Background: an optimization exercise with open tools, aiming at small area. Do not read the settings as production practice.
At most, simulation tests tie the RTL to the original design; equivalence was not proved.
Power is estimated from default activity; no workload was simulated.

==> inputs of wip/willow <==
## alu
module alu (
    input wire clk,
    input wire rst,
    input wire enable,
    input wire [7:0] operation,
    input wire [7:0] op1,
    input wire [7:0] op2,
	input wire cpu_carry,
    output wire [7:0] result_l,
    output wire [7:0] result_h,
    output wire carry,
    output wire zero,
    output wire sign
);
export LEC_CHECK = 0
export CAP_MARGIN = 0
export CORE_MARGIN = 2
export CORE_UTILIZATION = 60
export CTS_BUF_LIST = sky130_fd_sc_hd__clkbuf_8
export GPL_TIMING_DRIVEN = 0
export SLEW_MARGIN = 0
create_clock -name core_clock -period 7.0 [get_ports {clk}]
standard.sh (not shown) runs the stock make flow with config.mk's settings and CLKGATE_MAP_FILE= SYNTH_SCRIPT=/design/flow/synth_recipe.tcl, a recipe that flattens the netlist after the stock synthesis.
==> flow/flow/run.sh <==
#!/bin/bash
# Own layout flow: the standard ORFS flow (standard.sh) with two changes.
#  1. Synthesis is synth_recipe.tcl on a copy of ORFS's synth.tcl that maps the
#     design's alu_fa full adders straight to the fa_1 cell, skips extract_fa,
#     and maps the rest with an area-oriented ABC script (area.abc: deepsyn, then area mapping).
#     Registers, flattening and renaming are as in the standard synthesis.
#  2. Ports are buffered with buf_1 (BUFFER_PORTS_ARGS) instead of the
#     default pick; every input and output port still gets its buffer.
# Each tool's output goes to a log in this folder (ORFS keeps per-step logs
# under orfs/logs).
set -euo pipefail
W=$(pwd)
F=$W/flow
python3 "$F/patch_synth.py" "$FLOW_HOME/scripts/synth.tcl" "$W/cust_core.tcl" \
    "$F/cellmap.v" "$F/area.abc" > "$W/patch_synth.log" 2>&1
sed "s#source \$::env(SCRIPTS_DIR)/synth.tcl#source {$W/cust_core.tcl}#" \
    "$W/synth_recipe.tcl" > "$W/cust_synth.tcl"
grep -q cust_core "$W/cust_synth.tcl"
bash "$W/standard.sh" "SYNTH_SCRIPT=$W/cust_synth.tcl" \
    "BUFFER_PORTS_ARGS=-buffer_cell sky130_fd_sc_hd__buf_1" finish \
    > "$W/standard.log" 2>&1
==> flow/flow/area.abc <==
strash
&get -n
&deepsyn -T 120
&put
dch -f
map -a
topo
==> flow/flow/cellmap.v <==
(* techmap_celltype = "alu_fa" *)
module _map_alu_fa (input a, input b, input c, output s, output co);
  sky130_fd_sc_hd__fa_1 _TECHMAP_REPLACE_ (.A(a), .B(b), .CIN(c), .SUM(s), .COUT(co));
endmodule
==> flow/flow/patch_synth.py <==
#!/usr/bin/env python3
"""Write a copy of ORFS's synth.tcl with three changes:
 - instances of the design's alu_fa module become the library's fa_1 cell
   (techmap with cellmap.v) before the design is flattened;
 - extract_fa is skipped (the adders are already cells);
 - the final ABC mapping uses the area-oriented script area.abc.
usage: patch_synth.py synth.tcl out.tcl cellmap.v area.abc"""
import sys
src_path, out_path, cellmap, abc = sys.argv[1:5]
src = open(src_path).read()

def sub(old, new):
    global src
    if src.count(old) != 1:
        sys.exit(f"patch_synth: expected one {old!r} in {src_path}")
    src = src.replace(old, new)

a = 'hierarchy -check -top $::env(DESIGN_NAME)\n'
sub(a, a + f'techmap -map {{{cellmap}}}\n')
sub('  extract_fa {*}[dont_use_extract_fa_args]\n', '')
b = '  log_cmd abc {*}$abc_args\n'
sub(b, f'  set abc_args [lreplace $abc_args 1 1 {{{abc}}}]\n' + b)
open(out_path, 'w').write(src)
print("patched", src_path, "->", out_path)
==> wip/onyx: changes against wip/willow <==
--- a/flow/design.v
+++ b/flow/design.v
@@ -167,59 +167,59 @@
 	wire is_setc = (op == 8'h04);
 	wire is_clrc = (op == 8'h05);
 	wire is_rl   = (op == 8'h06);
 	wire is_rr   = (op == 8'h07);
 	wire is_rlc  = (op == 8'h08);
 	wire is_rrc  = (op == 8'h09);
 	wire is_swap = (op == 8'h0A);
-	wire is_rot_l = is_rl | is_rlc;
-	wire [7:0] y = two ? (b ^ {8{op[2]}}) : (is_rot_l ? a : {{7{is_dec}}, 1'b0});
+	wire diff = is_sub | is_dec;
+	wire [7:0] y = two ? (b ^ {8{op[2]}}) : {{7{op[0]}}, 1'b0};
 	wire [8:0] cc;
-	assign cc[0] = two ? (op[2] | c) : (is_rl ? a[7] : (is_rlc ? c : 1'b1));
+	assign cc[0] = ~two | op[2] | c;
 	wire [7:0] s;
 	genvar k;
 	generate for (k = 0; k < 8; k = k + 1) begin : g_add
 		alu_fa u_fa (.a(a[k]), .b(y[k]), .c(cc[k]), .s(s[k]), .co(cc[k+1]));
 	end endgenerate
 	wire [8:0] orp;
 	assign orp[0] = 1'b0;
 	generate for (k = 0; k < 8; k = k + 1) begin : g_orp
 		assign orp[k+1] = orp[k] | s[k];
 	end endgenerate
-	wire diff = is_sub | is_dec;
-	wire neg = (diff | is_not) & ~cc[8];
-	wire [7:0] arith = s ^ ({8{neg}} & orp[7:0]);
+	wire inv = diff & ~cc[8];
+	wire [7:0] arith = s ^ ({8{inv}} & orp[7:0]);
 	wire [7:0] mask = 8'd1 << op[2:0];
 	wire [7:0] lg = ({8{is_and}} & a & b) | ({8{is_or}} & (a | b)) | ({8{is_xor}} & (a ^ b))
-	              | ({8{is_setb}} & (a | mask)) | ({8{is_clrb}} & a & ~mask);
-	wire [7:0] rot = ({8{is_rr}} & {a[0], a[7:1]}) | ({8{is_rrc}} & {c, a[7:1]})
+	              | ({8{is_not}} & ~a) | ({8{is_setb}} & (a | mask)) | ({8{is_clrb}} & a & ~mask);
+	wire [7:0] rot = ({8{is_rl}} & {a[6:0], a[7]}) | ({8{is_rr}} & {a[0], a[7:1]})
+	               | ({8{is_rlc}} & {a[6:0], c}) | ({8{is_rrc}} & {c, a[7:1]})
 	               | ({8{is_swap}} & {a[3:0], a[7:4]});
-	wire arith_op = is_add | diff | is_inc | is_not | is_rot_l;
+	wire arith_op = is_add | diff | is_inc;
 	wire [7:0] lr = lg | rot;
 	wire [7:0] vnm = ({8{arith_op}} & arith) | lr;
 	wire [7:0] val = vnm | ({8{is_mul}} & prod[7:0]);
-	wire wl = arith_op | is_mul | is_and | is_or | is_xor | is_setb | is_clrb
-	        | is_rr | is_rrc | is_swap;
+	wire wl = arith_op | is_mul | is_and | is_or | is_xor | is_not | is_setb | is_clrb
+	        | is_rl | is_rr | is_rlc | is_rrc | is_swap;
+	wire zop = wl & ~is_add & ~is_setb & ~is_mul;
 	wire az = (a == 8'd0);
 	wire bz = (b == 8'd0);
-	wire lr_z = is_and | is_or | is_xor | is_clrb | is_rr | is_rrc | is_swap;
-	wire zset = (lr_z & (lr == 8'd0)) | ((arith_op & ~is_add) & ~orp[8]) | (is_mul & (az | bz));
+	wire zset = (zop & ~arith_op & (lr == 8'd0)) | ((diff | is_inc) & ~orp[8]) | (is_mul & (az | bz));
 	wire ca_set = ((is_add | is_inc) & cc[8]) | is_setc;
 	always @(posedge clk or posedge rst) begin
 		if (rst) begin
 			res_h <= 0;
 			res_l <= 0;
 			ca <= 0;
 			ze <= 0;
 			si <= 0;
 		end else if (enable) begin
 			res_h <= {8{is_mul}} & prod[15:8];
 			if (wl) res_l <= val;
 			if (zset) ze <= 1'b1;
-			if (diff & ~cc[8]) si <= 1'b1;
+			if (inv) si <= 1'b1;
 			if (is_clrc) ca <= 1'b0;
 			else if (is_rlc) ca <= a[7];
 			else if (is_rrc) ca <= a[0];
 			else if (ca_set) ca <= 1'b1;
 		end
 	end
 endmodule
--- a/flow/flow/run.sh
+++ b/flow/flow/run.sh
@@ -1,12 +1,12 @@
 #!/bin/bash
 # Own layout flow: the standard ORFS flow (standard.sh) with two changes.
 #  1. Synthesis is synth_recipe.tcl on a copy of ORFS's synth.tcl that maps the
 #     design's alu_fa full adders straight to the fa_1 cell, skips extract_fa,
-#     and maps the rest with an area-oriented ABC script (area.abc: deepsyn, then area mapping).
+#     and maps the rest with an area-oriented ABC script (area.abc).
 #     Registers, flattening and renaming are as in the standard synthesis.
 #  2. Ports are buffered with buf_1 (BUFFER_PORTS_ARGS) instead of the
 #     default pick; every input and output port still gets its buffer.
 # Each tool's output goes to a log in this folder (ORFS keeps per-step logs
 # under orfs/logs).
 set -euo pipefail
 W=$(pwd)
==> flow/flow/area.abc (replaced) <==
strash
dc2
dch -f
map -a
strash
dch -f
map -a
topo
Settings changed: CAP_MARGIN 0 to 20, CORE_UTILIZATION 60 to 40, CTS_BUF_LIST sky130_fd_sc_hd__clkbuf_8 to default, GPL_TIMING_DRIVEN 0 to default, SLEW_MARGIN 0 to 20.
==> wip/umber: changes against wip/willow <==
--- a/flow/design.v
+++ b/flow/design.v
@@ -167,59 +167,59 @@
 	wire is_setc = (op == 8'h04);
 	wire is_clrc = (op == 8'h05);
 	wire is_rl   = (op == 8'h06);
 	wire is_rr   = (op == 8'h07);
 	wire is_rlc  = (op == 8'h08);
 	wire is_rrc  = (op == 8'h09);
 	wire is_swap = (op == 8'h0A);
-	wire is_rot_l = is_rl | is_rlc;
-	wire [7:0] y = two ? (b ^ {8{op[2]}}) : (is_rot_l ? a : {{7{is_dec}}, 1'b0});
+	wire diff = is_sub | is_dec;
+	wire [7:0] y = two ? (b ^ {8{op[2]}}) : {{7{op[0]}}, 1'b0};
 	wire [8:0] cc;
-	assign cc[0] = two ? (op[2] | c) : (is_rl ? a[7] : (is_rlc ? c : 1'b1));
+	assign cc[0] = ~two | op[2] | c;
 	wire [7:0] s;
 	genvar k;
 	generate for (k = 0; k < 8; k = k + 1) begin : g_add
 		alu_fa u_fa (.a(a[k]), .b(y[k]), .c(cc[k]), .s(s[k]), .co(cc[k+1]));
 	end endgenerate
 	wire [8:0] orp;
 	assign orp[0] = 1'b0;
 	generate for (k = 0; k < 8; k = k + 1) begin : g_orp
 		assign orp[k+1] = orp[k] | s[k];
 	end endgenerate
-	wire diff = is_sub | is_dec;
-	wire neg = (diff | is_not) & ~cc[8];
-	wire [7:0] arith = s ^ ({8{neg}} & orp[7:0]);
+	wire inv = diff & ~cc[8];
+	wire [7:0] arith = s ^ ({8{inv}} & orp[7:0]);
 	wire [7:0] mask = 8'd1 << op[2:0];
 	wire [7:0] lg = ({8{is_and}} & a & b) | ({8{is_or}} & (a | b)) | ({8{is_xor}} & (a ^ b))
-	              | ({8{is_setb}} & (a | mask)) | ({8{is_clrb}} & a & ~mask);
-	wire [7:0] rot = ({8{is_rr}} & {a[0], a[7:1]}) | ({8{is_rrc}} & {c, a[7:1]})
+	              | ({8{is_not}} & ~a) | ({8{is_setb}} & (a | mask)) | ({8{is_clrb}} & a & ~mask);
+	wire [7:0] rot = ({8{is_rl}} & {a[6:0], a[7]}) | ({8{is_rr}} & {a[0], a[7:1]})
+	               | ({8{is_rlc}} & {a[6:0], c}) | ({8{is_rrc}} & {c, a[7:1]})
 	               | ({8{is_swap}} & {a[3:0], a[7:4]});
-	wire arith_op = is_add | diff | is_inc | is_not | is_rot_l;
+	wire arith_op = is_add | diff | is_inc;
 	wire [7:0] lr = lg | rot;
 	wire [7:0] vnm = ({8{arith_op}} & arith) | lr;
 	wire [7:0] val = vnm | ({8{is_mul}} & prod[7:0]);
-	wire wl = arith_op | is_mul | is_and | is_or | is_xor | is_setb | is_clrb
-	        | is_rr | is_rrc | is_swap;
+	wire wl = arith_op | is_mul | is_and | is_or | is_xor | is_not | is_setb | is_clrb
+	        | is_rl | is_rr | is_rlc | is_rrc | is_swap;
+	wire zop = wl & ~is_add & ~is_setb & ~is_mul;
 	wire az = (a == 8'd0);
 	wire bz = (b == 8'd0);
-	wire lr_z = is_and | is_or | is_xor | is_clrb | is_rr | is_rrc | is_swap;
-	wire zset = (lr_z & (lr == 8'd0)) | ((arith_op & ~is_add) & ~orp[8]) | (is_mul & (az | bz));
+	wire zset = (zop & ~arith_op & (lr == 8'd0)) | ((diff | is_inc) & ~orp[8]) | (is_mul & (az | bz));
 	wire ca_set = ((is_add | is_inc) & cc[8]) | is_setc;
 	always @(posedge clk or posedge rst) begin
 		if (rst) begin
 			res_h <= 0;
 			res_l <= 0;
 			ca <= 0;
 			ze <= 0;
 			si <= 0;
 		end else if (enable) begin
 			res_h <= {8{is_mul}} & prod[15:8];
 			if (wl) res_l <= val;
 			if (zset) ze <= 1'b1;
-			if (diff & ~cc[8]) si <= 1'b1;
+			if (inv) si <= 1'b1;
 			if (is_clrc) ca <= 1'b0;
 			else if (is_rlc) ca <= a[7];
 			else if (is_rrc) ca <= a[0];
 			else if (ca_set) ca <= 1'b1;
 		end
 	end
 endmodule
==> flow/run.sh (new file) <==
#!/bin/bash
# synth_recipe.tcl (not shown) runs the flow's synth.tcl, then flattens the netlist and writes it again
# the make line also repeats each setting of config.mk as NAME=value (left out here)
make -C /OpenROAD-flow-scripts/flow DESIGN_CONFIG=/design/flow/config.mk WORK_HOME=/design/flow/orfs CLKGATE_MAP_FILE= SYNTH_SCRIPT=/design/flow/synth_recipe.tcl finish
Settings changed: CAP_MARGIN 0 to 20, CORE_UTILIZATION 60 to 40, CTS_BUF_LIST sky130_fd_sc_hd__clkbuf_8 to default, SLEW_MARGIN 0 to 20.
removed: flow/flow/run.sh
removed: flow/flow/area.abc
removed: flow/flow/cellmap.v
removed: flow/flow/patch_synth.py
removed: flow/standard.sh
==> wip/pepper: changes against wip/willow <==
--- a/flow/design.v
+++ b/flow/design.v
@@ -213,15 +213,15 @@
 			si <= 0;
 		end else if (enable) begin
 			res_h <= {8{is_mul}} & prod[15:8];
 			if (wl) res_l <= val;
 			if (zset) ze <= 1'b1;
 			if (diff & ~cc[8]) si <= 1'b1;
 			if (is_clrc) ca <= 1'b0;
-			else if (is_rlc) ca <= a[7];
+			else if (is_rlc) ca <= cc[8];
 			else if (is_rrc) ca <= a[0];
 			else if (ca_set) ca <= 1'b1;
 		end
 	end
 endmodule
 module alu_fa (
 	input wire a,
Settings changed: CTS_BUF_LIST sky130_fd_sc_hd__clkbuf_8 to sky130_fd_sc_hd__clkbuf_4, CTS_CLUSTER_SIZE from default to 7.
==> implementation parameters <==
Parameter                              Value

Synthesis
  Leading cell type by number of instances after synthesis    sky130_fd_sc_hd__nand2_1
  Area fraction in compound gates after synthesis    20.2%

Placed design
  Port-buffer cells    46

Power and ir drop
  Share of power burned in registers    22.7%
  Logic gate share of total power    64.9%

CTS
  Clock transition at the registers of the reported paths    70 ps
  Post-CTS setup buffer count    2

Finish
  End-of-flow core utilization    71.3%

Worst hold path
  Count of cells along the worst hold path    2

Critical path
  Worst Path Required    7140 ps
  Worst-case register-to-register setup slack    6250 ps

Floorplan
  Core area    0.00514 mm²
  Die footprint    0.00598 mm²

Drt
  Violation count after the first detailed-route iteration    341

Run status
  Outcome  timing/DRC/antenna clean
The numbers above come from wip/willow.

==> implementation parameters <==
Parameter                              Value

Worst hold path
  Hold worst-path end    ze
  Count of cells along the worst hold path    1

Power and ir drop
  Share of power burned in registers    23.8%
  Logic gate share of total power    66.2%

Drt
  Violation count after the first detailed-route iteration    396

Finish
  Number of cells in the finished layout apart from fillers    548
  End-of-flow core utilization    69.3%

CTS
  Post-CTS setup buffer count    0
  Clock transition at the registers of the reported paths    110 ps

Placed design
  Port-buffer cells    46

Synthesis
  Leading cell type by number of instances after synthesis    sky130_fd_sc_hd__nand2_1
  Area fraction in compound gates after synthesis    19.9%

Run status
  Outcome  timing/DRC/antenna clean

Floorplan
  Die footprint    0.00603 mm²
  Core area    0.00517 mm²

Critical path
  Worst Path Required    7140 ps
The numbers above come from wip/pepper.

==> implementation parameters <==
Parameter                              Value

CTS
  Post-CTS setup buffer count    1

Floorplan
  Core area    0.00986 mm²
  Die footprint    0.0111 mm²

Critical path
  Worst-case register-to-register setup slack    5890 ps
  Worst Path Required    7150 ps

Drt
  Violation count after the first detailed-route iteration    267

Worst hold path
  Count of cells along the worst hold path    2

Power and ir drop
  Logic gate share of total power    68.4%
  Share of power burned in registers    19.5%

Synthesis
  Area fraction in compound gates after synthesis    16.5%

Finish
  End-of-flow core utilization    49.1%

Run status
  Outcome  timing/DRC/antenna clean
The numbers above come from wip/umber.

==> implementation parameters <==
Parameter                              Value

Synthesis
  Area fraction in compound gates after synthesis    21.7%
  Leading cell type by number of instances after synthesis    sky130_fd_sc_hd__nand2_1

Floorplan
  Die footprint    0.00915 mm²
  Core area    0.00818 mm²

Finish
  Final-layout clock buffer total    4
  End-of-flow core utilization    47.6%

Power and ir drop
  Logic gate share of total power    62.5%

Critical path
  Worst Path Required    7160 ps

Run status
  Outcome  timing/DRC/antenna clean

Placed design
  Port-buffer cells    46

Drt
  Vias per cell    5.80

Worst hold path
  Count of cells along the worst hold path    2

CTS
  Clock transition at the registers of the reported paths    80 ps
The numbers above come from wip/onyx.

The RTL of wip/willow was laid out without a check of its function.

[what the ideal ports hide]
The flow's constraints put no driver on any port. The routed layouts listed below were extracted and timed again, unchanged, in two steps.
Step 1: set_driving_cell puts a clkbuf_16 on clk and a buf_2 on each other input, an assumption about the parent block.
Step 2, shift: input delay + t, output delay - t, t = (earliest + latest rising clock arrival at the registers) / 2. This alone moves slack from input paths to output paths.
a / b / c = ideal ports / drivers / drivers and shift; a / b = the first two.
run	t, ns	setup slack, ns	slew at the worst register clock pin (ns)	worst data-port slew with drivers (ns)
wip/willow	0.284	0.202 / 0.207 / -0.077	0.07 / 0.07	0.04
wip/onyx	0.295	0.346 / 0.350 / 0.054	0.08 / 0.08	0.05
wip/umber	0.289	0.262 / 0.269 / -0.020	0.07 / 0.07	0.04
wip/pepper	0.330	0.363 / 0.363 / 0.033	0.11 / 0.11	0.04
With both steps, setup timing fails in wip/willow and wip/umber, where it was met with ideal ports. The setup slack of wip/pepper, which loses most, moves by 0.000 ns with the drivers and by -0.330 ns with both steps.
